Context: an optimization exercise on an open-source flow, tuned for small area and a short achievable clock period. The choices shown serve that exercise and are no tape-out recipe.
No functional check of the RTL was part of any run shown here.
Power and IR drop assume default switching activity.

==> flow/design.v <==
module mul16lo (input wire [15:0] a, b, output wire [15:0] p);
  wire neg0 = b[1];
  wire one0 = b[0] ^ 1'b0;
  wire two0 = (b[1] & ~b[0] & ~1'b0) | (~b[1] & b[0] & 1'b0);
  wire pp0_0 = ((one0 & a[0]) | (two0 & 1'b0)) ^ neg0;
  wire pp0_1 = ((one0 & a[1]) | (two0 & a[0])) ^ neg0;
  wire pp0_2 = ((one0 & a[2]) | (two0 & a[1])) ^ neg0;
  wire pp0_3 = ((one0 & a[3]) | (two0 & a[2])) ^ neg0;
  wire pp0_4 = ((one0 & a[4]) | (two0 & a[3])) ^ neg0;
  wire pp0_5 = ((one0 & a[5]) | (two0 & a[4])) ^ neg0;
  wire pp0_6 = ((one0 & a[6]) | (two0 & a[5])) ^ neg0;
  wire pp0_7 = ((one0 & a[7]) | (two0 & a[6])) ^ neg0;
  wire pp0_8 = ((one0 & a[8]) | (two0 & a[7])) ^ neg0;
  wire pp0_9 = ((one0 & a[9]) | (two0 & a[8])) ^ neg0;
  wire pp0_10 = ((one0 & a[10]) | (two0 & a[9])) ^ neg0;
  wire pp0_11 = ((one0 & a[11]) | (two0 & a[10])) ^ neg0;
  wire pp0_12 = ((one0 & a[12]) | (two0 & a[11])) ^ neg0;
  wire pp0_13 = ((one0 & a[13]) | (two0 & a[12])) ^ neg0;
  wire pp0_14 = ((one0 & a[14]) | (two0 & a[13])) ^ neg0;
  wire pp0_15 = ((one0 & a[15]) | (two0 & a[14])) ^ neg0;
  wire neg1 = b[3];
  wire one1 = b[2] ^ b[1];
  wire two1 = (b[3] & ~b[2] & ~b[1]) | (~b[3] & b[2] & b[1]);
  wire pp1_0 = ((one1 & a[0]) | (two1 & 1'b0)) ^ neg1;
  wire pp1_1 = ((one1 & a[1]) | (two1 & a[0])) ^ neg1;
  wire pp1_2 = ((one1 & a[2]) | (two1 & a[1])) ^ neg1;
  wire pp1_3 = ((one1 & a[3]) | (two1 & a[2])) ^ neg1;
  wire pp1_4 = ((one1 & a[4]) | (two1 & a[3])) ^ neg1;
  wire pp1_5 = ((one1 & a[5]) | (two1 & a[4])) ^ neg1;
  wire pp1_6 = ((one1 & a[6]) | (two1 & a[5])) ^ neg1;
  wire pp1_7 = ((one1 & a[7]) | (two1 & a[6])) ^ neg1;
  wire pp1_8 = ((one1 & a[8]) | (two1 & a[7])) ^ neg1;
  wire pp1_9 = ((one1 & a[9]) | (two1 & a[8])) ^ neg1;
  wire pp1_10 = ((one1 & a[10]) | (two1 & a[9])) ^ neg1;
  wire pp1_11 = ((one1 & a[11]) | (two1 & a[10])) ^ neg1;
  wire pp1_12 = ((one1 & a[12]) | (two1 & a[11])) ^ neg1;
  wire pp1_13 = ((one1 & a[13]) | (two1 & a[12])) ^ neg1;
  wire neg2 = b[5];
  wire one2 = b[4] ^ b[3];
  wire two2 = (b[5] & ~b[4] & ~b[3]) | (~b[5] & b[4] & b[3]);
  wire pp2_0 = ((one2 & a[0]) | (two2 & 1'b0)) ^ neg2;
  wire pp2_1 = ((one2 & a[1]) | (two2 & a[0])) ^ neg2;
  wire pp2_2 = ((one2 & a[2]) | (two2 & a[1])) ^ neg2;
  wire pp2_3 = ((one2 & a[3]) | (two2 & a[2])) ^ neg2;
  wire pp2_4 = ((one2 & a[4]) | (two2 & a[3])) ^ neg2;
  wire pp2_5 = ((one2 & a[5]) | (two2 & a[4])) ^ neg2;
  wire pp2_6 = ((one2 & a[6]) | (two2 & a[5])) ^ neg2;
  wire pp2_7 = ((one2 & a[7]) | (two2 & a[6])) ^ neg2;
  wire pp2_8 = ((one2 & a[8]) | (two2 & a[7])) ^ neg2;
  wire pp2_9 = ((one2 & a[9]) | (two2 & a[8])) ^ neg2;
  wire pp2_10 = ((one2 & a[10]) | (two2 & a[9])) ^ neg2;
  wire pp2_11 = ((one2 & a[11]) | (two2 & a[10])) ^ neg2;
  wire neg3 = b[7];
  wire one3 = b[6] ^ b[5];
  wire two3 = (b[7] & ~b[6] & ~b[5]) | (~b[7] & b[6] & b[5]);
  wire pp3_0 = ((one3 & a[0]) | (two3 & 1'b0)) ^ neg3;
  wire pp3_1 = ((one3 & a[1]) | (two3 & a[0])) ^ neg3;
  wire pp3_2 = ((one3 & a[2]) | (two3 & a[1])) ^ neg3;
  wire pp3_3 = ((one3 & a[3]) | (two3 & a[2])) ^ neg3;
  wire pp3_4 = ((one3 & a[4]) | (two3 & a[3])) ^ neg3;
  wire pp3_5 = ((one3 & a[5]) | (two3 & a[4])) ^ neg3;
  wire pp3_6 = ((one3 & a[6]) | (two3 & a[5])) ^ neg3;
  wire pp3_7 = ((one3 & a[7]) | (two3 & a[6])) ^ neg3;
  wire pp3_8 = ((one3 & a[8]) | (two3 & a[7])) ^ neg3;
  wire pp3_9 = ((one3 & a[9]) | (two3 & a[8])) ^ neg3;
  wire neg4 = b[9];
  wire one4 = b[8] ^ b[7];
  wire two4 = (b[9] & ~b[8] & ~b[7]) | (~b[9] & b[8] & b[7]);
  wire pp4_0 = ((one4 & a[0]) | (two4 & 1'b0)) ^ neg4;
  wire pp4_1 = ((one4 & a[1]) | (two4 & a[0])) ^ neg4;
  wire pp4_2 = ((one4 & a[2]) | (two4 & a[1])) ^ neg4;
  wire pp4_3 = ((one4 & a[3]) | (two4 & a[2])) ^ neg4;
  wire pp4_4 = ((one4 & a[4]) | (two4 & a[3])) ^ neg4;
  wire pp4_5 = ((one4 & a[5]) | (two4 & a[4])) ^ neg4;
  wire pp4_6 = ((one4 & a[6]) | (two4 & a[5])) ^ neg4;
  wire pp4_7 = ((one4 & a[7]) | (two4 & a[6])) ^ neg4;
  wire neg5 = b[11];
  wire one5 = b[10] ^ b[9];
  wire two5 = (b[11] & ~b[10] & ~b[9]) | (~b[11] & b[10] & b[9]);
  wire pp5_0 = ((one5 & a[0]) | (two5 & 1'b0)) ^ neg5;
  wire pp5_1 = ((one5 & a[1]) | (two5 & a[0])) ^ neg5;
  wire pp5_2 = ((one5 & a[2]) | (two5 & a[1])) ^ neg5;
  wire pp5_3 = ((one5 & a[3]) | (two5 & a[2])) ^ neg5;
  wire pp5_4 = ((one5 & a[4]) | (two5 & a[3])) ^ neg5;
  wire pp5_5 = ((one5 & a[5]) | (two5 & a[4])) ^ neg5;
  wire neg6 = b[13];
  wire one6 = b[12] ^ b[11];
  wire two6 = (b[13] & ~b[12] & ~b[11]) | (~b[13] & b[12] & b[11]);
  wire pp6_0 = ((one6 & a[0]) | (two6 & 1'b0)) ^ neg6;
  wire pp6_1 = ((one6 & a[1]) | (two6 & a[0])) ^ neg6;
  wire pp6_2 = ((one6 & a[2]) | (two6 & a[1])) ^ neg6;
  wire pp6_3 = ((one6 & a[3]) | (two6 & a[2])) ^ neg6;
  wire neg7 = b[15];
  wire one7 = b[14] ^ b[13];
  wire two7 = (b[15] & ~b[14] & ~b[13]) | (~b[15] & b[14] & b[13]);
  wire pp7_0 = ((one7 & a[0]) | (two7 & 1'b0)) ^ neg7;
  wire pp7_1 = ((one7 & a[1]) | (two7 & a[0])) ^ neg7;
  wire s0 = pp0_10 ^ pp1_8;
  wire c0 = pp0_10 & pp1_8;
  wire s1 = pp0_11 ^ pp1_9;
  wire c1 = pp0_11 & pp1_9;
  wire s2 = pp0_12 ^ pp1_10 ^ pp2_8;
  wire c2 = (pp0_12 & pp1_10) | (pp0_12 & pp2_8) | (pp1_10 & pp2_8);
  wire s3 = pp3_6 ^ pp4_4;
  wire c3 = pp3_6 & pp4_4;
  wire s4 = pp0_13 ^ pp1_11 ^ pp2_9;
  wire c4 = (pp0_13 & pp1_11) | (pp0_13 & pp2_9) | (pp1_11 & pp2_9);
  wire s5 = pp3_7 ^ pp4_5;
  wire c5 = pp3_7 & pp4_5;
  wire s6 = pp0_14 ^ pp1_12 ^ pp2_10;
  wire c6 = (pp0_14 & pp1_12) | (pp0_14 & pp2_10) | (pp1_12 & pp2_10);
  wire s7 = pp3_8 ^ pp4_6 ^ pp5_4;
  wire c7 = (pp3_8 & pp4_6) | (pp3_8 & pp5_4) | (pp4_6 & pp5_4);
  wire s8 = pp6_2 ^ pp7_0;
  wire c8 = pp6_2 & pp7_0;
  wire s9 = pp0_15 ^ pp1_13 ^ pp2_11;
  wire s10 = pp3_9 ^ pp4_7 ^ pp5_5;
  wire s11 = pp6_3 ^ pp7_1;
  wire s12 = pp0_6 ^ pp1_4;
  wire c12 = pp0_6 & pp1_4;
  wire s13 = pp0_7 ^ pp1_5;
  wire c13 = pp0_7 & pp1_5;
  wire s14 = pp0_8 ^ pp1_6 ^ pp2_4;
  wire c14 = (pp0_8 & pp1_6) | (pp0_8 & pp2_4) | (pp1_6 & pp2_4);
  wire s15 = pp3_2 ^ pp4_0;
  wire c15 = pp3_2 & pp4_0;
  wire s16 = pp0_9 ^ pp1_7 ^ pp2_5;
  wire c16 = (pp0_9 & pp1_7) | (pp0_9 & pp2_5) | (pp1_7 & pp2_5);
  wire s17 = pp3_3 ^ pp4_1;
  wire c17 = pp3_3 & pp4_1;
  wire s18 = s0 ^ pp2_6 ^ pp3_4;
  wire c18 = (s0 & pp2_6) | (s0 & pp3_4) | (pp2_6 & pp3_4);
  wire s19 = pp4_2 ^ pp5_0 ^ neg5;
  wire c19 = (pp4_2 & pp5_0) | (pp4_2 & neg5) | (pp5_0 & neg5);
  wire s20 = s1 ^ pp2_7 ^ pp3_5;
  wire c20 = (s1 & pp2_7) | (s1 & pp3_5) | (pp2_7 & pp3_5);
  wire s21 = pp4_3 ^ pp5_1 ^ c0;
  wire c21 = (pp4_3 & pp5_1) | (pp4_3 & c0) | (pp5_1 & c0);
  wire s22 = s2 ^ s3 ^ pp5_2;
  wire c22 = (s2 & s3) | (s2 & pp5_2) | (s3 & pp5_2);
  wire s23 = pp6_0 ^ neg6 ^ c1;
  wire c23 = (pp6_0 & neg6) | (pp6_0 & c1) | (neg6 & c1);
  wire s24 = s4 ^ s5 ^ pp5_3;
  wire c24 = (s4 & s5) | (s4 & pp5_3) | (s5 & pp5_3);
  wire s25 = pp6_1 ^ c2 ^ c3;
  wire c25 = (pp6_1 & c2) | (pp6_1 & c3) | (c2 & c3);
  wire s26 = s6 ^ s7 ^ s8;
  wire c26 = (s6 & s7) | (s6 & s8) | (s7 & s8);
  wire s27 = neg7 ^ c4 ^ c5;
  wire c27 = (neg7 & c4) | (neg7 & c5) | (c4 & c5);
  wire s28 = s9 ^ s10 ^ s11;
  wire s29 = c6 ^ c7 ^ c8;
  wire s30 = pp0_4 ^ pp1_2;
  wire c30 = pp0_4 & pp1_2;
  wire s31 = pp0_5 ^ pp1_3;
  wire c31 = pp0_5 & pp1_3;
  wire s32 = s12 ^ pp2_2 ^ pp3_0;
  wire c32 = (s12 & pp2_2) | (s12 & pp3_0) | (pp2_2 & pp3_0);
  wire s33 = s13 ^ pp2_3 ^ pp3_1;
  wire c33 = (s13 & pp2_3) | (s13 & pp3_1) | (pp2_3 & pp3_1);
  wire s34 = s14 ^ s15 ^ neg4;
  wire c34 = (s14 & s15) | (s14 & neg4) | (s15 & neg4);
  wire s35 = s16 ^ s17 ^ c14;
  wire c35 = (s16 & s17) | (s16 & c14) | (s17 & c14);
  wire s36 = s18 ^ s19 ^ c16;
  wire c36 = (s18 & s19) | (s18 & c16) | (s19 & c16);
  wire s37 = s20 ^ s21 ^ c18;
  wire c37 = (s20 & s21) | (s20 & c18) | (s21 & c18);
  wire s38 = s22 ^ s23 ^ c20;
  wire c38 = (s22 & s23) | (s22 & c20) | (s23 & c20);
  wire s39 = s24 ^ s25 ^ c22;
  wire c39 = (s24 & s25) | (s24 & c22) | (s25 & c22);
  wire s40 = s26 ^ s27 ^ c24;
  wire c40 = (s26 & s27) | (s26 & c24) | (s27 & c24);
  wire s41 = s28 ^ s29 ^ c26;
  wire s42 = pp0_2 ^ pp1_0;
  wire c42 = pp0_2 & pp1_0;
  wire s43 = pp0_3 ^ pp1_1;
  wire c43 = pp0_3 & pp1_1;
  wire s44 = s30 ^ pp2_0 ^ neg2;
  wire c44 = (s30 & pp2_0) | (s30 & neg2) | (pp2_0 & neg2);
  wire s45 = s31 ^ pp2_1 ^ c30;
  wire c45 = (s31 & pp2_1) | (s31 & c30) | (pp2_1 & c30);
  wire s46 = s32 ^ neg3 ^ c31;
  wire c46 = (s32 & neg3) | (s32 & c31) | (neg3 & c31);
  wire s47 = s33 ^ c12 ^ c32;
  wire c47 = (s33 & c12) | (s33 & c32) | (c12 & c32);
  wire s48 = s34 ^ c13 ^ c33;
  wire c48 = (s34 & c13) | (s34 & c33) | (c13 & c33);
  wire s49 = s35 ^ c15 ^ c34;
  wire c49 = (s35 & c15) | (s35 & c34) | (c15 & c34);
  wire s50 = s36 ^ c17 ^ c35;
  wire c50 = (s36 & c17) | (s36 & c35) | (c17 & c35);
  wire s51 = s37 ^ c19 ^ c36;
  wire c51 = (s37 & c19) | (s37 & c36) | (c19 & c36);
  wire s52 = s38 ^ c21 ^ c37;
  wire c52 = (s38 & c21) | (s38 & c37) | (c21 & c37);
  wire s53 = s39 ^ c23 ^ c38;
  wire c53 = (s39 & c23) | (s39 & c38) | (c23 & c38);
  wire s54 = s40 ^ c25 ^ c39;
  wire c54 = (s40 & c25) | (s40 & c39) | (c25 & c39);
  wire s55 = s41 ^ c27 ^ c40;
  wire [15:0] x = {s55, s54, s53, s52, s51, s50, s49, s48, s47, s46, s45, s44, s43, s42, pp0_1, pp0_0};
  wire [15:0] y = {c54, c53, c52, c51, c50, c49, c48, c47, c46, c45, c44, c43, c42, neg1, 1'b0, neg0};
  assign p = x + y;
endmodule
module alu (input wire [2:0] op, input wire [15:0] a, b,
  output wire [15:0] o, output wire mul_sel, output wire [15:0] mul, output wire cout);
  wire [16:0] s = {1'b0, a} + {1'b0, b ^ {16{op[0]}}} + {16'b0, op[0]};
  assign cout = s[16];
  mul16lo m (a, b, mul);
  wire [3:0] n = b[3:0];
  wire [15:0] ar;
  genvar k;
  generate for (k = 0; k < 16; k = k + 1) begin : rv
    assign ar[k] = a[15-k];
  end endgenerate
  wire [15:0] si = op[0] ? ar : a;
  wire [15:0] sh = si << n;
  wire [15:0] shr;
  generate for (k = 0; k < 16; k = k + 1) begin : rv2
    assign shr[k] = sh[15-k];
  end endgenerate
  wire [15:0] shrq = {shr[15:10], shr[9] & (n != 4'd6), shr[8] & (n != 4'd7), shr[7:0]};
  reg [15:0] r;
  always @(*) begin
    case (op)
      3'd0, 3'd1: r = s[15:0];
      3'd2: r = a & b;
      3'd3: r = a | b;
      3'd4: r = a ^ b;
      3'd6: r = sh;
      3'd7: r = shrq;
      default: r = 16'h0000;
    endcase
  end
  assign o = r;
  assign mul_sel = (op == 3'd5);
endmodule
module reg_file (input wire clk, input wire [7:1] we, input wire [15:0] wdata,
  input wire [2:0] ra, rb, output wire [15:0] qa, qb);
  reg [15:0] r1, r2, r3, r4, r5, r6, r7;
  always @(posedge clk) begin
    if (we[1]) r1 <= wdata;
    if (we[2]) r2 <= wdata;
    if (we[3]) r3 <= wdata;
    if (we[4]) r4 <= wdata;
    if (we[5]) r5 <= wdata;
    if (we[6]) r6 <= wdata;
    if (we[7]) r7 <= wdata;
  end
  function [15:0] rd (input [2:0] x);
    case (x)
      3'd0: rd = 16'h0000;
      3'd1: rd = r1;
      3'd2: rd = r2;
      3'd3: rd = r3;
      3'd4: rd = r4;
      3'd5: rd = r5;
      3'd6: rd = r6;
      default: rd = r7;
    endcase
  endfunction
  assign qa = rd(ra);
  assign qb = rd(rb);
endmodule
module mproc (input wire clk, reset, input wire [15:0] d_in, output wire [6:0] addr, output wire [15:0] d_out);
  reg pa, pb, pc_;           
  reg [15:0] ir;             
  reg op0;                   
  reg carry;
  reg [6:0] pc;
  reg [15:0] opa, opb;
  always @(posedge clk) begin
    pa  <= reset | pc_;
    pb  <= ~reset & pa;
    pc_ <= ~reset & pb;
  end
  always @(posedge clk) ir <= d_in;
  always @(posedge clk)
    if (reset) op0 <= 1'b0;
    else if (pb) op0 <= d_in[9];
  wire ld = ir[15];
  wire is_alu = (ir[15:12] == 4'b0000);
  wire wr = ld | is_alu;
  wire [2:0] rd = ir[8:6];
  wire [15:0] alu_o, mul;
  wire mul_sel, cout;
  alu alu_0 ({ir[11:10], op0}, opa, opb, alu_o, mul_sel, mul, cout);
  always @(posedge clk) carry <= cout;
  wire sel_mul = pc_ & ~ld & mul_sel & ~reset;
  wire [15:0] other = reset ? 16'h0000 : (ld ? d_in : alu_o);
  wire [15:0] wdata = sel_mul ? mul : other;
  wire wen = pc_ & wr;
  wire [7:1] we;
  genvar i;
  generate for (i = 1; i < 8; i = i + 1) begin : g_we
    assign we[i] = reset | (wen & (rd == i));
  end endgenerate
  wire [15:0] qa, qb;
  reg_file rf (clk, we, wdata, d_in[2:0], d_in[5:3], qa, qb);
  wire fwa = wen & (rd == ir[2:0]) & (rd != 3'd0);
  wire fwb = wen & (rd == ir[5:3]) & (rd != 3'd0);
  always @(posedge clk) begin
    if (pb & ~reset) opa <= qa;
    else if (reset | fwa) opa <= wdata;
    if (pb & ~reset) opb <= qb;
    else if (reset | fwb) opb <= wdata;
  end
  wire j = pc_ & ir[14] & carry;
  wire [6:0] delta = ld ? (j ? 7'h7f : 7'h01) : (j ? (~ir[6:0] + 7'h01) : 7'h00);
  always @(posedge clk)
    if (reset) pc <= 7'h00;
    else if (pa) pc <= pc + 7'h01;
    else if (pc_) pc <= pc + delta;
  assign addr = pc;
  assign d_out = opa;
endmodule
==> flow/run.sh <==
#!/bin/bash
# synth_recipe.tcl (not shown) runs the flow's synth.tcl, then flattens the netlist and writes it again
# the make line also repeats each setting of config.mk as NAME=value (left out here)
make -C /OpenROAD-flow-scripts/flow DESIGN_CONFIG=/design/flow/config.mk WORK_HOME=/design/flow/orfs CLKGATE_MAP_FILE= SYNTH_SCRIPT=/design/flow/synth_recipe.tcl finish
==> flow/config.mk <==
export PLATFORM = sky130hd
export DESIGN_NAME = mproc
export DESIGN_NICKNAME = mproc
export VERILOG_FILES = /design/flow/design.v
export SDC_FILE = /design/flow/constraint.sdc
export NUM_CORES = 4
export LEC_CHECK = 0
export CAP_MARGIN = 20
export CORE_MARGIN = 2
export CORE_UTILIZATION = 40
export SETUP_SLACK_MARGIN = 5
export SLEW_MARGIN = 20
==> flow/constraint.sdc <==
create_clock -name core_clock -period 10.0 [get_ports {clk}]
set_input_delay 2.0000 -clock core_clock [delete_from_list [all_inputs] [get_ports {clk}]]
set_output_delay 2.0000 -clock core_clock [all_outputs]
set_load 0.01 [all_outputs]
==> results of run 1 <==
logic make-up (layout without fill, tap and decap cells):
kind of cell,count (synthesis),after routing,synth area share [%]
compound gates,611,611,25.97
simple gates,316,316,9.543
buf+inv,246,270,6.219
flops,171,171,31.53
fa+ha+maj,119,119,11.32
mux,106,106,9.762
xor+xnor,95,95,5.660
state kept, by name, indices dropped and copies added (netlist names):
name   flops
opb       16
carry      1
ir        15
opa       16
rf.r1     16
op0        1
pa         1
pc         7
pb         1
rf.r2     16
pc_        1
rf.r5     16
rf.r3     16
rf.r6     16
rf.r4     16
rf.r7     16
layer usage:
metal,vias to the layer above,global-route usage (%),wire length [microns]
met1,6944,36.68,22760
met5,-,0,0
met2,894,41.56,25190
met3,142,4.789,5674
li1,6321,-,-
met4,0,9.603,1842
cells in the final DEF, fill, tap and decap left out, drive strengths merged, types with 19 or more instances in the layout:
| master | n |
|---|---|
| clkbuf | 20 |
| mux4 | 30 |
| mux2i | 23 |
| clkdlybuf4s50 | 38 |
| fa | 35 |
| o21ai | 91 |
| xnor2 | 52 |
| a22oi | 38 |
| o211ai | 21 |
| nand2 | 90 |
| nor2 | 108 |
| buf | 104 |
| a211oi | 21 |
| a221oi | 53 |
| nor3 | 19 |
| dfxtp | 27 |
| nand3 | 19 |
| o22ai | 69 |
| mux2 | 53 |
| edfxtp | 144 |
| xor2 | 40 |
| ha | 82 |
| a21oi | 180 |
| inv | 83 |
synthesized netlist by cell type (9+ instances only):
master    instances
a211oi_1         21
nand2_1          90
a221oi_1         53
fa_1             35
a31oi_1          12
nand2b_1         16
mux2_2           53
a21o_1           15
o22ai_1          69
nand3_1          19
a22oi_1          38
o21ai_0          81
xnor2_1          52
nor2b_1          16
mux4_2           29
o21ai_1           9
nor2_1          108
o211ai_1         21
o21a_1           15
mux2i_1          23
dfxtp_1          27
o221ai_1         10
a21oi_1         180
ha_1             82
nor3_1           19
and2_1           10
buf_2            11
nand3b_1          9
o31ai_1          13
edfxtp_1        144
inv_1            80
xor2_1           40
buf_1            30
clkbuf_1        112
path summary, 6_finish.rpt:
| check | startpoint | endpoint | slack [ps] | depth (start not counted) |
|---|---|---|---|---|
| worst min register to register | pc[0]$_SDFFE_PP0P_ | pc[0]$_SDFFE_PP0P_ | 490 | 2 |
| worst min-delay path | pc[0]$_SDFFE_PP0P_ | pc[0]$_SDFFE_PP0P_ | 490 | 2 |
| worst max-delay path | opb[2]$_DFFE_PP_ | rf.r5[15]$_DFFE_PP_ | 4380 | 21 |
| worst max register to register | opb[2]$_DFFE_PP_ | rf.r5[15]$_DFFE_PP_ | 4380 | 21 |
final cells by class:
| cell class | count | area (sq um) | share of cell area, % |
|---|---|---|---|
| multi-input cells | 1247 | 9943 | 55.55 |
| flip-flops and latches | 171 | 4866 | 27.18 |
| repair buffers | 148 | 1455 | 8.129 |
| well taps | 511 | 639.4 | 3.572 |
| clock buffers | 17 | 425.4 | 2.377 |
| inverters | 89 | 404.1 | 2.258 |
| clock inverters | 15 | 161.4 | 0.9017 |
| repair inverters | 1 | 5.005 | 0.02796 |
critical path: cells and delay by family, from the launching register on:
kind	cells	cell delay [ps]
buf+inv	7	1040
fa+ha+maj	4	1810
flops	1	450
xor+xnor	6	1330
compound gates	3	560
simple gates	1	170
through the flow:
| stage | setup WS, ps | cell area [sq um] |
|---|---|---|
| after floorplan | 4466 | 15590 |
| final | 4376 | 17900 |
| after detailed placement | 3389 | 16230 |
| after global routing | 4184 | 17900 |
| after global placement | 3496 | 16230 |
| after CTS | 4389 | 17480 |
report_power, final:
part | switching [W] | internal [W] | leakage (nW)
Clock | 0.000305 | 0.000353 | 0.281
Combinational | 0.00184 | 0.00152 | 4.75
Sequential | 0.0000656 | 0.000864 | 1.71
timing repair:
| action | CTS | global route |
|---|---|---|
| pin swaps | 18 | 15 |
| gates cloned | 4 | 2 |
| resized for setup | 75 | 36 |
| setup buffers | 31 | 30 |
| hold endpoints to repair | 0 | 0 |
| setup endpoints to repair | 74 | 72 |
==> metrics.md, run 1 <==
| Metric | Value |
|---|---|
| Vias in the first global route | roughly 13,000 |
| Global Route Usage Sum | 26.50% |
| Critical-path maximum fanout | 13 |
| Final Hold Viols | 0 |
| Post-synth EDFFs | 144 |
| DIE WIDTH | 200.4 microns |
| Final wirelength | 55,460 microns |
| Mapped Avg Cell Area | 9.273 sq um |
| Pin count of the biggest net entering global routing | 63 |
| Nets | ~1,800 |
| Mapped Area | 0.01543 sq mm |
| Final Instance Count excl. Fillers | 2,199 |
| Clk root buf | clkbuf_16 |
| Worst-Margin Slew | 1049 ps |
| Fraction of layout cells with a size suffix above 1 | approximately 18% |
| Outcome | timing/DRC/antenna clean |
| Slowest cell on the critical path | fa_1 |
| Synth Net Count | around 1,800 |
| Inserted Clock Buffers | 17 |
| Antenna violation net count after detailed routing | 0 |
| Critical path's largest stage delay | approximately 500 ps |
| Post-route minimum period | approximately 5600 ps |
| Fin Hold WS | 490.3 ps |
| Worst EP arrival | a little under 6000 ps |
| Cell mode on critical path | fa_1 |
| HPWL after detailed placement | around 37,000 microns |
| Max-slew violations | 0 |
| Top post-synthesis cells by area | edfxtp_1 28%, ha_1 6.6%, a21oi_1 5.8% |
| Routed wirelength normalized by instance count | ~25 microns |
| Max_cap viols | 0 |
| HP Class | flop to flop |
| Sink Count | 171 |
| CP Class | flop to flop |
| Site Rows | 71 |
| #FFs+latches synth | 171 |
| Initial antenna violation count | 0 |
| CTS tree | yes |
| Io pins | 41 |
| Clock latency on the worst-skew pair | 440 ps |
| Synth async-reset ratio | 0% |
| Worst setup SP type | flop |
| Final setup TNS | 0 ps |
| Synth Flop Type | edfxtp_1 |
| Diodes inserted | 0 |
| IO buf count | 40 |
| Pwr Density | 276.5 mW/mm^2 |
| Register area share after synthesis | between 30% and 40% |
| Final setup vio count | 0 |
| Post-synthesis cell type count | approximately 80 |
| Total number of vias | 14,300 |
| Placer Congestion | 0.9573 |
| Die Footprint | about 0.04 sq mm |
| Via density | about 6.5 |
| Max Root-Sink Buffers | 2 |
| Worst slew margin | 30.06% |
| Final period utilization | 56.24% |
| Data required, critical path | just over 10,000 ps |
| CP Cell Sequence | buf_12, buf_4, buf_4, nor2_2, buf_4, a22oi_1, o21a_1, fa_1, inv_1, fa_1, fa_1, inv_1, fa_1, xor2_1, xnor2_1, xnor2_1, xnor2_1, xnor3_1, xnor2_2, a32oi_2, inv_2 |
| Unrepaired setup endpoints after global routing | true |
| Wire length of the first global-routing pass | just over 80,000 microns |
| Top-area cell type share of the netlist area | between 20% and 30% |
| First DRT Iteration DRCs | 1,758 |
| # fillers | 3,592 |
| Worst VDD drop | 0.0003455 V |
| Final Power | 0.004949 W |
| H-tree levels | 4 |
| Leak | slightly below 7 nW |
| Syn. warnings | 3 |
| CTS hold repair buffers | 0 |
| Synth Instances | 1,664 |
| GRT overflow | 0 |
| Starting Density | between 40% and 50% |
| Clk_skew | 12.20 ps |
| Post-layout util | roughly 47% |
| Synth area leader | edfxtp_1 |
| Die Ht | around 200 microns |
| Critical Path Sink Type | flop |
| Max Freq | 177.8 MHz |
| Remaining DRCs | 0 |
| Clock transition at path regs | roughly 70 ps |
| DP Cell Count | 2,100 |
| Area Growth Syn to Fin | 16.00% |
| Pre-antenna DRT Iters | 8 |
| Core area | around 0.038 sq mm |
==> run 2: changes to the inputs <==
--- a/flow/config.mk
+++ b/flow/config.mk
@@ -10,3 +10,3 @@
 export CORE_UTILIZATION = 40
-export SETUP_SLACK_MARGIN = 5
+export SETUP_SLACK_MARGIN = 4.5
 export SLEW_MARGIN = 20
==> run 2 against run 1 <==
  * Still clean on timing, DRC and antenna
  * Die area unchanged
  * Design area fell by 1.3%
  * Setup slack worse by 18 ps
  * Via count is 1.1% lower
  * Routed wire length decreased by 1.3%
  * Largest power group unchanged
  * Highest routed layer unchanged
==> metrics.md, run 2 <==
| Metric | Value |
|---|---|
| Outcome | timing/DRC/antenna clean |
| Sink Count | 171 (unchanged) |
| Post-synth EDFFs | 144 (unchanged) |
| Total number of vias | 14,150 (-1.1%) |
| Post-place setup slack | 3367 ps (-21.51 ps) |
| IO buf count | 40 (unchanged) |
| Worst Min Path Start | pc[0]$_SDFFE_PP0P_ |
| Hold EP | pc[0]$_SDFFE_PP0P_ |
| Initial antenna violation count | 0 (unchanged) |
| Remaining DRCs | 0 (unchanged) |
| Max layer used | met4 |
| H-tree levels | 4 (unchanged) |
| Mapped Avg Cell Area | 9.273 sq um (unchanged) |
| CP Class | flop to flop |
| Die Ht | 200.4 microns (unchanged) |
| Worst setup SP type | flop |
| Max_cap viols | 0 (unchanged) |
| Via density | 6.446 (-0.89%) |
| Worst-case reg-to-reg path depth | 19 (-9.5%) |
| Antenna violation net count after detailed routing | 0 (unchanged) |
| WL met1 | 22,700 microns (-0.23%) |
| Most frequent cell after synthesis | a21oi_1 |
| Max Root-Sink Buffers | 2 (unchanged) |
| GRT overflow | 0 (unchanged) |
| R2r setup slk | 4360 ps (-20 ps) |
| Final Hold Viols | 0 (unchanged) |
| Mapped Area | 0.01543 sq mm (unchanged) |
| DIE WIDTH | 200.4 microns (unchanged) |
| Data required, critical path | 10,160 ps (about the same) |
| Max-slew violations | 0 (unchanged) |
| Final Instance Count excl. Fillers | 2,195 (-0.18%) |
| Core area | 0.03784 sq mm (unchanged) |
| Vias in the first global route | 12,900 (-2.0%) |
| Worst VDD drop | 0.0002989 V (-13%) |
| Pre-antenna DRT Iters | 6 (-2) |
| Clk root buf | clkbuf_16 |
| Critical Path Sink Type | flop |
| Starting Density | 40.78% (unchanged) |
| #FFs+latches synth | 171 (unchanged) |
| Synth Net Count | 1,799 (unchanged) |
| Synth Instances | 1,664 (unchanged) |
| Leak | 6.678 nW (-1.0%) |
| Synth area leader | edfxtp_1 |
| Nets | 1,806 (-0.22%) |
| Post-synth top cells | 180 x a21oi_1, 144 x edfxtp_1, 112 x clkbuf_1, 108 x nor2_1, 90 x nand2_1 |
| Critical-path maximum fanout | 35 (+22) |
| Max Freq | 177.2 MHz (-0.32%) |
| Most frequent cells in the layout | 179 x a21oi_1, 144 x edfxtp_1, 104 x nor2_1 |
| Diodes inserted | 0 (unchanged) |
| Synth Flop Type | edfxtp_1 |
| Final period utilization | 56.42% (+0.18 points) |
| Wire length of the first global-routing pass | 82,250 microns (about the same) |
| Post-layout util | 46.66% (-0.64 points) |
| Routed wirelength normalized by instance count | 24.94 microns (-1.1%) |
| Post-route minimum period | 5642 ps (+18.15 ps) |
| R2R Path Start | opb[2]$_DFFE_PP_ |
| Placer Congestion | 0.9341 (-2.4%) |
| Met3 wire length | 5346 microns (-5.8%) |
| Setup ws final | 4358 ps (-18.15 ps) |
| Met2 WL post-DR | 24,480 microns (-2.8%) |
| HPWL after detailed placement | 36,430 microns (-0.86%) |
| Final wirelength | 54,740 microns (-1.3%) |
| HP Class | flop to flop |
| Clock transition at path regs | 70 ps (about the same) |
| Clk_skew | 9.730 ps (-2.470 ps) |
| Worst EP arrival | 5800 ps (about the same) |
| Register area share after synthesis | 31.53% (unchanged) |
| Clock latency on the worst-skew pair | 430 ps (about the same) |
| Final setup vio count | 0 (unchanged) |
| Final setup TNS | 0 ps (unchanged) |
| First DRT Iteration DRCs | 1,745 (-0.74%) |
| Hold Path Stages | 2 (unchanged) |
| Inserted Clock Buffers | 17 (unchanged) |
| Die Footprint | 0.04016 sq mm (unchanged) |
| Pwr Density | 267.7 mW/mm^2 (-3.2%) |
| R2R Path End | rf.r1[15]$_DFFE_PP_ |
| Synth async-reset ratio | 0% (unchanged) |
| CTS tree | yes |
| Pin count of the biggest net entering global routing | 70 (+11%) |
| Area Growth Syn to Fin | 14.43% |
| Worst slew margin | 28.19% (-1.9 points) |
| Worst-Margin Slew | 1077 ps (+28.09 ps) |
| Fin Hold WS | 489.0 ps (-1.284 ps) |
| DP Cell Count | 2,103 (+0.14%) |
| Top post-synthesis cells by area | edfxtp_1 28%, ha_1 6.6%, a21oi_1 5.8% |
| Post-synthesis cell type count | 79 (unchanged) |
| Io pins | 41 (unchanged) |
| Top-area cell type share of the netlist area | 28.02% (unchanged) |
| Site Rows | 71 (unchanged) |
| CTS hold repair buffers | 0 (unchanged) |
| Fraction of layout cells with a size suffix above 1 | 16.69% (-1.1 points) |
| Unrepaired setup endpoints after global routing | true |
| Syn. warnings | 3 (unchanged) |
| Global Route Usage Sum | 26.56% (+0.061 points) |
| Commonest non-fill, non-tap cell in the layout | a21oi_1 |
[run 2: cell counts after synthesis]
No cell type changed its count.
[run 2: logic make-up (layout without fill, tap and decap cells)]
logic type      count (synthesis)  count (layout)  share of synthesized area, %
buf+inv                       246             266                         6.219
xor+xnor                       95              95                         5.660
compound gates                611             611                         25.97
fa+ha+maj                     119             119                         11.32
simple gates                  316             316                         9.543
mux                           106             106                         9.762
flops                         171             171                         31.53
[run 2: critical path, stage by stage, from the launching register on]
cell      delay, ps
edfxtp_1        410
buf_8           280
a21oi_1         170
a221oi_4        220
nor2_2           70
a221oi_4        210
fa_1            470
fa_1            540
inv_1            70
fa_1            480
inv_1            50
fa_1            540
ha_4            210
and2_4          130
or4_4           420
or3_4           410
o221ai_4        160
xnor2_2         100
a32oi_2         300
inv_2           110
[run 2: timing repair]
item | in CTS | in global routing
gates resized for setup | 45 | 34
setup endpoints to repair | 61 | 55
setup buffers | 26 | 29
cloned | 4 | 1
pin swaps | 7 | 13
[run 2: power by group]
group          total, W  switching [W]  leakage (nW)  internal, W
Combinational   0.00317        0.00177          4.70      0.00141
Sequential     0.000924      0.0000610          1.71     0.000863
Clock          0.000631       0.000303         0.271     0.000327
Total           0.00473        0.00213          6.68      0.00260
[run 2: cell type report]
type,count,area [sq um]
multi-input combinational,1247,9814
clock buffer,17,425.4
fill,3629,20190
timing repair buffer,144,1403
timing repair inverter,1,5.005
sequential,171,4866
tap,511,639.4
clock inverter,15,131.4
inverter,89,374.1
[run 2: worst max-delay path by stage]
stage | to | cells past startpoint | start | slack (ps)
2_1_floorplan | rf.r1[15]$_DFFE_PP_ | 21 | opb[1]$_DFFE_PP_ | 4460
3_3_place_gp | rf.r1[15]$_DFFE_PP_ | 19 | opb[4]$_DFFE_PP_ | 3490
3_5_place_dp | rf.r1[15]$_DFFE_PP_ | 19 | opb[4]$_DFFE_PP_ | 3370
4_1_cts | opb[15]$_DFFE_PP_ | 19 | opb[2]$_DFFE_PP_ | 4430
5_1_grt | rf.r5[15]$_DFFE_PP_ | 19 | opb[2]$_DFFE_PP_ | 4240
6_report | rf.r1[15]$_DFFE_PP_ | 19 | opb[2]$_DFFE_PP_ | 4360
[run 2: metal layers]
| layer | global-route usage, % | vias to the layer above |
|---|---|---|
| li1 | - | 6318 |
| met1 | 37.49 | 6852 |
| met2 | 40.65 | 822 |
| met3 | 4.383 | 156 |
| met4 | 10.58 | 0 |
| met5 | 0 | - |
[run 2: stage by stage]
step           total power [W]  area [sq um]
4_1_cts               0.004601         17270
3_5_place_dp          0.003693         16230
3_3_place_gp          0.003678         16230
5_1_grt               0.005020         17660
2_1_floorplan         0.002970         15560
6_report              0.004728         17660
==> run 3: changes to the inputs <==
--- a/flow/config.mk
+++ b/flow/config.mk
@@ -10,3 +10,2 @@
 export CORE_UTILIZATION = 40
-export SETUP_SLACK_MARGIN = 4.5
 export SLEW_MARGIN = 20
==> run 3 against run 2 <==
  * Setup slack worse by 1200 ps
  * Utilization is 2.3 points lower
  * First-iteration DRC count is 3.2% higher
  * Highest routed layer unchanged
  * Maximum frequency is 18% lower
  * Synthesized cell count stayed put
  * Hold slack better by 6.1 ps
  * Critical path depth stayed put
  * Flip-flop and latch count stayed put
  * Critical path type unchanged
  * Design area is 4.9% lower
  * Combinational power is 14% lower
  * Power is 8.2% lower
  * Sequential power is 1% higher
  * Critical endpoint is now rf.r6[15]$_DFFE_PP_
==> metrics.md, run 3 <==
| Metric | Value |
|---|---|
| Outcome | timing/DRC/antenna clean |
| Inserted Clock Buffers | 17 (unchanged) |
| First DRT Iteration DRCs | 1,800 (+3.2%) |
| H-tree levels | 4 (unchanged) |
| Worst slew margin | 25.24% (-3.0 points) |
| Pwr Density | 258.6 mW/mm^2 (-3.4%) |
| Worst path bufs/invs | 4 (unchanged) |
| Via density | 6.484 (+0.59%) |
| Setup Fix Bufs, Post-CTS | 0 (-100%) |
| CP Class | flop to flop |
| Post-synth top cells | 180 x a21oi_1, 144 x edfxtp_1, 112 x clkbuf_1, 108 x nor2_1, 90 x nand2_1 |
| Register area | 0.004866 sq mm (unchanged) |
| Total number of vias | 13,840 (-2.2%) |
| Data required, critical path | 10,130 ps (-30 ps) |
| Synth Net Count | 1,799 (unchanged) |
| Max Freq | 146.0 MHz (-18%) |
| Global Route Usage Sum | 26.17% (-0.39 points) |
| Met3 wire length | 5096 microns (-4.7%) |
| # fillers | 3,725 (+2.6%) |
| Clock latency on the worst-skew pair | 430 ps (about the same) |
| Commonest non-fill, non-tap cell in the layout | a21oi_1 |
| Die Footprint | 0.04016 sq mm (unchanged) |
| Worst setup SP type | flop |
| Leak | 6.286 nW (-5.9%) |
| Final wirelength | 54,260 microns (-0.88%) |
| Final period utilization | 68.50% (+12 points) |
| Unrepaired setup endpoints after global routing | false |
| Top post-synthesis cells by area | edfxtp_1 28%, ha_1 6.6%, a21oi_1 5.8% |
| Post-route minimum period | 6850 ps (+1208 ps) |
| Clk root buf | clkbuf_16 |
| Critical Path Sink Type | flop |
| Worst VDD drop | 0.0003403 V (+14%) |
| GRT overflow | 0 (unchanged) |
| Final setup vio count | 0 (unchanged) |
| Top-area cell type share of the netlist area | 28.02% (unchanged) |
| Post-layout util | 44.35% (-2.3 points) |
| #FFs+latches synth | 171 (unchanged) |
| Max_cap viols | 0 (unchanged) |
| Sink Count | 171 (unchanged) |
| Max Root-Sink Buffers | 2 (unchanged) |
| Wire length of the first global-routing pass | 80,990 microns (-1.5%) |
| Syn. warnings | 3 (unchanged) |
| Site Rows | 71 (unchanged) |
| Synth async-reset ratio | 0% (unchanged) |
| Synth Instances | 1,664 (unchanged) |
| Critical path's largest stage delay | 750 ps (+210 ps) |
| Most frequent cell after synthesis | a21oi_1 |
| Max layer used | met4 |
| Post-synthesis cell type count | 79 (unchanged) |
| Mapped Area | 0.01543 sq mm (unchanged) |
| Starting Density | 40.78% (unchanged) |
| Io pins | 41 (unchanged) |
| Final setup TNS | 0 ps (unchanged) |
| Pin count of the biggest net entering global routing | 65 (-7.1%) |
| Nets | 1,746 (-3.3%) |
| Met2 WL post-DR | 24,280 microns (-0.82%) |
| Slowest cell on the critical path | edfxtp_1 |
| CTS hold repair buffers | 0 (unchanged) |
| Post-synth EDFFs | 144 (unchanged) |
| WL met1 | 23,000 microns (+1.3%) |
| Initial antenna violation count | 0 (unchanged) |
| Vias in the first global route | 12,790 (-0.90%) |
| Worst EP arrival | 6980 ps (+1180 ps) |
| Core area | 0.03784 sq mm (unchanged) |
| Synth Flop Type | edfxtp_1 |
| Synth area leader | edfxtp_1 |
| Die Ht | 200.4 microns (unchanged) |
| Routed wirelength normalized by instance count | 25.41 microns (+1.9%) |
| Critical-path maximum fanout | 22 (-37%) |
| Area Growth Syn to Fin | 8.773% |
| Max-slew violations | 0 (unchanged) |
| DIE WIDTH | 200.4 microns (unchanged) |
| Multi-input logic area | 0.009617 sq mm (-2.0%) |
| Post-CTS sizing | 0 (-100%) |
| Register area share after synthesis | 31.53% (unchanged) |
| Most frequent cells in the layout | 180 x a21oi_1, 144 x edfxtp_1, 108 x nor2_1 |
| Pre-antenna DRT Iters | 5 (-1) |
| Clock transition at path regs | 80 ps (about the same) |
| HP Class | flop to flop |
| Remaining DRCs | 0 (unchanged) |
| Final Hold Viols | 0 (unchanged) |
| CTS tree | yes |
| IO buf count | 40 (unchanged) |
| CP Cell Sequence | inv_1, nor2_1, a22oi_1, o22ai_1, a21oi_1, fa_1, fa_1, inv_1, fa_1, inv_1, fa_1, ha_1, and2_1, or4_1, or3_1, o221ai_1, xnor2_1, a32oi_1, inv_1 |
| Worst-Margin Slew | 1121 ps (+44.33 ps) |
| Clk_skew | 15.01 ps (+5.277 ps) |
| Diodes inserted | 0 (unchanged) |
| Antenna violation net count after detailed routing | 0 (unchanged) |
| Mapped Avg Cell Area | 9.273 sq um (unchanged) |
| HPWL after detailed placement | 37,350 microns (+2.5%) |
| CP top delay family | adder cells |
| Fraction of layout cells with a size suffix above 1 | 10.96% (-5.7 points) |
| Placer Congestion | 0.9451 (+1.2%) |
[run 3: worst reg2reg max path, stage by stage (launching register included)]
cell and delay, ps:
edfxtp_1 750, inv_1 490, nor2_1 670, a22oi_1 140
o22ai_1 170, a21oi_1 100, fa_1 520, fa_1 490
inv_1 60, fa_1 490, inv_1 50, fa_1 450
ha_1 360, and2_1 170, or4_1 470, or3_1 330
o221ai_1 190, xnor2_1 120, a32oi_1 330, inv_1 200
[run 3: layout make-up]
class / instances / area share, %
Clock buffer: 17 / 2.534
Clock inverter: 15 / 1.044
Multi-Input combinational cell: 1247 / 57.29
Tap cell: 511 / 3.809
Inverter: 89 / 1.990
Timing Repair Buffer: 85 / 4.338
Sequential cell: 171 / 28.99
[run 3: metal layers]
metal,vias to the layer above,global-route usage (%)
met3,118,3.685
met5,-,0
li1,6216,-
met2,784,40.14
met1,6725,37.28
met4,0,10.40
[run 3: report_power, final]
part	internal, W	switching (W)
Combinational	0.00114	0.00158
Sequential	0.000863	0.0000743
Clock	0.000339	0.000338
[run 3: cell families (layout without fill, tap and decap cells)]
family / count (synthesis) / after routing / share of synthesized area (%)
AO/OA/AOI/OAI: 611 / 611 / 25.97
XOR/XNOR: 95 / 95 / 5.660
buffers and inverters: 246 / 206 / 6.219
adder cells (fa/ha/maj): 119 / 119 / 11.32
flip-flops: 171 / 171 / 31.53
AND/OR/NAND/NOR: 316 / 316 / 9.543
multiplexers: 106 / 106 / 9.762
[run 3: path summary, 6_finish.rpt]
check	cells past startpoint	end	startpoint	slack, ps
worst max-delay path	19	rf.r6[15]$_DFFE_PP_	opb[4]$_DFFE_PP_	3150
worst min-delay path	2	pc[0]$_SDFFE_PP0P_	pc[0]$_SDFFE_PP0P_	500
worst max register to register	19	rf.r6[15]$_DFFE_PP_	opb[4]$_DFFE_PP_	3150
worst min register to register	2	pc[0]$_SDFFE_PP0P_	pc[0]$_SDFFE_PP0P_	500
[run 3: per-stage QoR]
| step | total power, W | instances | area, sq um | hold slack (ps) | worst slack [ps] |
|---|---|---|---|---|---|
| 6_report | 0.004340 | 2135 | 16780 | 495.1 | 3150 |
| 5_1_grt | 0.004579 | 2135 | 16780 | 534.3 | 2834 |
| 4_1_cts | 0.004293 | 2135 | 16780 | 492.7 | 3250 |
| 3_5_place_dp | 0.003607 | 2103 | 16180 | 481.4 | 3276 |
| 3_3_place_gp | 0.003575 | 2103 | 16180 | 473.5 | 3429 |
| 2_1_floorplan | 0.002868 | 1664 | 15430 | 492.2 | 3788 |

[port drivers added, routing unchanged]
Ports are ideal in the flow. The routed layouts listed here were re-timed in OpenROAD. Step 1 sets driving cells, clkbuf_16 on the clock port and buf_2 on the other inputs (assumed; they add their load-dependent delay and slew). Step 2 also shifts input and output timing later by t, the mid clock arrival at the registers, as if the neighbouring blocks saw the same clock. Three values: ideal ports, drivers, drivers and shift; two values: the first two.
run	shift t [ns]	slack for setup (ns)	clock arrival spread, ns	worst data-port slew with drivers (ns)
run 1	0.481	4.376 / 4.376 / 4.376	0.012 / 0.012	0.03
run 2	0.472	4.358 / 4.358 / 4.358	0.010 / 0.010	0.04
run 3	0.477	3.150 / 3.150 / 3.150	0.017 / 0.017	0.05
After both steps every run listed still meets setup and hold.
